What follows belongs to an exercise in optimizing a design on an open flow for small area, a short achievable clock period and few clock cycles per item; a production flow would make more cautious choices. In this exercise RTL edits were held to simulation tests only and were not proved equivalent to the original. No activity file was given, so power comes from the tool's default toggle rates.

## job 8506
// suma_fp
module suma_fp(input clk, input rst, input start, input [31:0] A, B, output [31:0] Y, output done);
wire        sA = A[31], sB = B[31];
wire [7:0]  eA = A[30:23], eB = B[30:23];
wire [23:0] mA = {1'b1, A[22:0]}, mB = {1'b1, B[22:0]};
wire [8:0]  de    = {1'b0, eA} - {1'b0, eB};
wire        e_lt  = de[8];                    
wire [7:0]  d     = de[7:0] ^ {8{e_lt}};
wire [23:0] Xm    = e_lt ? mB : mA;           
wire [23:0] Zm    = e_lt ? {1'b0, mA[23:1]} : mB;    
wire [7:0]  ex    = e_lt ? eB : eA;
wire        xs    = e_lt ? sB : sA;
wire        zs    = e_lt ? sA : sB;
wire        big   = |d[7:5];
wire        far   = big | (d[4] & d[3]) | (e_lt & d[4] & d[2] & d[1] & d[0]);
wire [23:0] Zs    = big ? 24'd0 : (Zm >> d[4:0]);
wire        sub   = sA ^ sB;
wire        q     = sub & zs & far;
wire [23:0] opa = Xm;
wire [23:0] opb = Zs ^ {24{sub}};
wire [23:0] g0  = opa & opb;
wire [23:0] p0  = opa ^ opb;
wire [23:0] G [0:5];
wire [23:0] P [0:5];
assign G[0] = g0;
assign P[0] = p0;
genvar l, k;
generate
  for (l = 0; l < 5; l = l + 1) begin : lv
    for (k = 0; k < 24; k = k + 1) begin : bt
      if ((k >> l) & 1) begin : cmb
        localparam integer J = ((k >> l) << l) - 1;
        assign G[l+1][k] = G[l][k] | (P[l][k] & G[l][J]);
        assign P[l+1][k] = P[l][k] & P[l][J];
      end else begin : pas
        assign G[l+1][k] = G[l][k];
        assign P[l+1][k] = P[l][k];
      end
    end
  end
endgenerate
wire        cout = G[5][23];
wire        eac  = sub & ~q & cout;
  ...
For scale: roughly 1100 cells after synthesis, roughly 36 flip-flops, roughly 100 I/O pins.
Settings: LEC_CHECK=0, ABC_AREA=1, CAP_MARGIN=20, CORE_MARGIN=2, CORE_UTILIZATION=65, CTS_BUF_LIST=sky130_fd_sc_hd__clkbuf_4, PLACE_DENSITY=0.8, SETUP_SLACK_MARGIN=5, SLEW_MARGIN=20; clock period 20.0 ns.
run.sh (not shown) runs the stock make flow with config.mk's settings and CLKGATE_MAP_FILE= SYNTH_SCRIPT=/design/flow/synth_recipe.tcl, a recipe that flattens the netlist after the stock synthesis.
Testbench counts of job 8506, summed over its fixed seeds: cycles 3,200, items 3,200.
The inputs of job 488 differ from those of job 8506 as listed below.
- ABC_AREA: 1 -> 0
- SETUP_SLACK_MARGIN: 5 -> unset
==> flow/flow/run.sh (new file) <==
#!/bin/bash
set -e
export BUFFER_PORTS_ARGS="-buffer_cell sky130_fd_sc_hd__buf_1"
export SETUP_SLACK_MARGIN=10
bash standard.sh > standard.log 2>&1
==> flow/standard.sh (new file) <==
#!/bin/bash
# synth_recipe.tcl (not shown) runs the flow's synth.tcl, then flattens the netlist and writes it again
# the make line also repeats each setting of config.mk as NAME=value (left out here)
make -C /OpenROAD-flow-scripts/flow DESIGN_CONFIG=/design/flow/config.mk WORK_HOME=/design/flow/orfs CLKGATE_MAP_FILE= SYNTH_SCRIPT=/design/flow/synth_recipe.tcl "${@:-finish}"
removed: flow/run.sh
- Job 488 reached the end of the flow, and the finished layout is clean on the timing, design-rule and antenna checks.
- Compared to job 8506, job 488 has die outline height 4.3% higher.
- From job 8506 to job 488 the numbers moved as follows: total number of nets in the final design went down by about 9%, area growth from synthesis to layout decreased by 2.9 points relative to the old numbers, wire length went up 3100 microns, clock period minus final worst setup slack saw a decrease.
Input-level comparison between job 5611 and job 488:
- changing CAP_MARGIN from 20 to 0
- changing ABC_AREA from 0 to 1
- changing SLEW_MARGIN from 20 to 0
- changing PLACE_DENSITY from 0.8 to 0.9
- changing CTS_BUF_LIST from sky130_fd_sc_hd__clkbuf_4 to sky130_fd_sc_hd__clkbuf_8
- changing CORE_UTILIZATION from 65 to 75
--- a/flow/flow/run.sh
+++ b/flow/flow/run.sh
@@ -4 +4 @@
-export SETUP_SLACK_MARGIN=10
+export SETUP_SLACK_MARGIN=11
[summary]
- Job 5611 never completed; the flow aborted with a tool error in global routing (5_1_grt).
- Compared with job 488, in job 5611 multiplexer share of the synthesized area shows a reduction of 17 points; synthesized-area fraction occupied by ao, oa, aoi and oai cells shows a reduction of 4.8 points.
- Re vertical die dimension: job 5611 and job 488 aren't equal, and the higher value belongs to job 488.
- Of job 5611 and job 488, job 5611 shows the higher setup slack after placement, with job 488 below it.
- In job 5611 relative to job 488, synthesized cell count had gone up by more than 10%.
- Diff job 488 -> job 5611 | weighted congestion at the end of routability-driven global placement | increase of 4.0%
Inputs modified between job 5611 and job 5016:
- a change of CTS_BUF_LIST from sky130_fd_sc_hd__clkbuf_8 to sky130_fd_sc_hd__clkbuf_4
- a change of CAP_MARGIN from 0 to 20
- a change of PLACE_DENSITY from 0.9 to 0.8
- a change of CORE_UTILIZATION from 75 to 65
- a change of SLEW_MARGIN from 0 to 20
--- a/flow/flow/run.sh
+++ b/flow/flow/run.sh
@@ -4 +4 @@
-export SETUP_SLACK_MARGIN=11
+export SETUP_SLACK_MARGIN=10.25
Findings:
Job 5016 finished every step from synthesis to the final layout, and the layout passed the timing, design-rule and antenna checks. The fraction of registers with async set or reset after synthesis was comparable across job 5611 and job 5016. Post-synthesis sequential area ratio: job 5016 vs job 5611 identical. When job 5016 is measured against job 5611, its die width turns out about 7% higher. [compare] base=job 5611 new=job 5016: global placer's final weighted congestion dropped 2.8%, placed cell count climbed 1.9%, post-cts repair resize count dropped 33. When job 5016 is measured against job 5611, its effective utilization at floorplan turns out 9.2 points lower. Pre-CTS setup slack: job 5016 < job 5611. Of job 5611 and job 5016, the run reporting the lower detailed-placement wirelength estimate was job 5016.

* * *

suma_fp again, from the RTL that the note above started with.
==> flow/config.mk <==
export PLATFORM = sky130hd
export DESIGN_NAME = suma_fp
export DESIGN_NICKNAME = suma_fp
export VERILOG_FILES = /design/flow/design.v
export SDC_FILE = /design/flow/constraint.sdc
export NUM_CORES = 4
export LEC_CHECK = 0
export ABC_AREA = 1
export CAP_MARGIN = 20
export CORE_MARGIN = 2
export CORE_UTILIZATION = 65
export CTS_BUF_LIST = sky130_fd_sc_hd__clkbuf_4
export PLACE_DENSITY = 0.8
export SLEW_MARGIN = 20
export TNS_END_PERCENT = 5
==> flow/constraint.sdc <==
create_clock -name core_clock -period 20.0 [get_ports {clk}]
set_input_delay 4.0000 -clock core_clock [delete_from_list [all_inputs] [get_ports {clk}]]
set_output_delay 4.0000 -clock core_clock [all_outputs]
set_load 0.01 [all_outputs]
standard.sh (not shown) runs the stock make flow with config.mk's settings and CLKGATE_MAP_FILE= SYNTH_SCRIPT=/design/flow/synth_recipe.tcl, a recipe that flattens the netlist after the stock synthesis.
==> flow/flow/run.sh <==
#!/bin/bash
set -e
export BUFFER_PORTS_ARGS="-buffer_cell sky130_fd_sc_hd__buf_1"
export SETUP_SLACK_MARGIN=11
bash standard.sh > standard.log 2>&1
Testbench counts at the start, summed over its fixed seeds: cycles 3,200, items 3,200.
==> next run, changes <==
--- a/flow/flow/run.sh
+++ b/flow/flow/run.sh
@@ -4 +4 @@
-export SETUP_SLACK_MARGIN=11
+export SETUP_SLACK_MARGIN=10
Settings changed: CORE_UTILIZATION 65 to 40, CTS_BUF_LIST sky130_fd_sc_hd__clkbuf_4 to not set, PLACE_DENSITY 0.8 to 0.6, TNS_END_PERCENT 5 to not set.
Effect: Flip-flop and latch count stays the same; wire length is lower by roughly a tenth; sequential power hardly moves; setup slack is worse by 310 ps; critical path depth is lower by 2; combinational power is lower by roughly a tenth; global-route usage is lower by 14 points; power is lower by a little under a tenth; utilization is lower by 35 points; first-iteration DRC count is lower by well over a third.
==> next run, changes <==
--- a/flow/flow/run.sh
+++ b/flow/flow/run.sh
@@ -4 +4 @@
-export SETUP_SLACK_MARGIN=10
+export SETUP_SLACK_MARGIN=10.75
Settings changed: CORE_UTILIZATION 40 to 65, CTS_BUF_LIST set to sky130_fd_sc_hd__clkbuf_4, PLACE_DENSITY 0.6 to 0.8.
- The changed run ran to the end with no violations
- power falls by 0.69%
- area after synthesis is unchanged
- global-route usage rises by 12 points
- maximum frequency rises by 5.0%
- utilization rises by 30 points
- non-clock buffer count rises by 13
==> next run, changes <==
--- a/flow/flow/run.sh
+++ b/flow/flow/run.sh
@@ -4 +4 @@
-export SETUP_SLACK_MARGIN=10.75
+export SETUP_SLACK_MARGIN=10.5
Settings changed: GPL_TIMING_DRIVEN set to 1.
Total power fell by 2.0%.
Via count drops by 2.1%.
First-iteration DRC count rose by 14%.
Sequential share of layout area goes up by 0.29 points.
Routed wire length fell by 5.5%.
Flip-flop and latch count is unchanged.
Area after synthesis does not change.
Worst setup slack is worse by 210 ps.
==> next run, changes <==
Settings changed: GPL_TIMING_DRIVEN 1 to not set.
Cell count is unchanged.
Global-route usage stays the same.
Core utilization does not change.
Die area stays the same.
Maximum frequency is unchanged.
Final area does not change.
Worst setup slack does not change.
Combinational power is about the same.
Total power is unchanged.
Synthesized area is unchanged.
Sequential cell count is unchanged.

[separate check: timing with driven ports]
Ports are ideal in the flow. The routed layouts listed here were re-timed in OpenROAD.
Step 1 (the two cells are an assumption about what drives the block):
set clk [get_ports {clk}]
set_driving_cell -lib_cell sky130_fd_sc_hd__clkbuf_16 $clk
set_driving_cell -lib_cell sky130_fd_sc_hd__buf_2 [delete_from_list [all_inputs] $clk]
Step 2 adds t to the input delays and takes it off the output delays; t is the mean of the earliest and latest rising clock arrival at the registers after step 1. Input paths then give back, and output paths get back, about the clock's delay inside the block.
Three values: ideal ports, drivers, drivers and shift; two values: the first two.
run | t, ns | setup WS [ns] | worst setup path at the end
job 8506 | 0.352 | 8.939 / 8.943 / 8.590 | input to register
job 488 | 0.369 | 10.200 / 10.209 / 9.840 | input to register
job 5016 | 0.356 | 10.632 / 10.639 / 10.283 | input to register
the first run of note 2 | 0.359 | 10.829 / 10.820 / 10.461 | input to register
the second run of note 2 | 0.305 | 10.514 / 10.529 / 10.224 | input to register
the third run of note 2 | 0.362 | 10.966 / 10.970 / 10.608 | input to register
the fourth run of note 2 | 0.358 | 10.752 / 10.757 / 10.399 | input to register
the fifth run of note 2 | 0.358 | 10.752 / 10.757 / 10.399 | input to register
After both steps setup and hold are still met in every run listed. For the first run of note 2, which loses most, drivers alone change the setup slack by -0.009 ns; drivers and shift together by -0.368 ns.
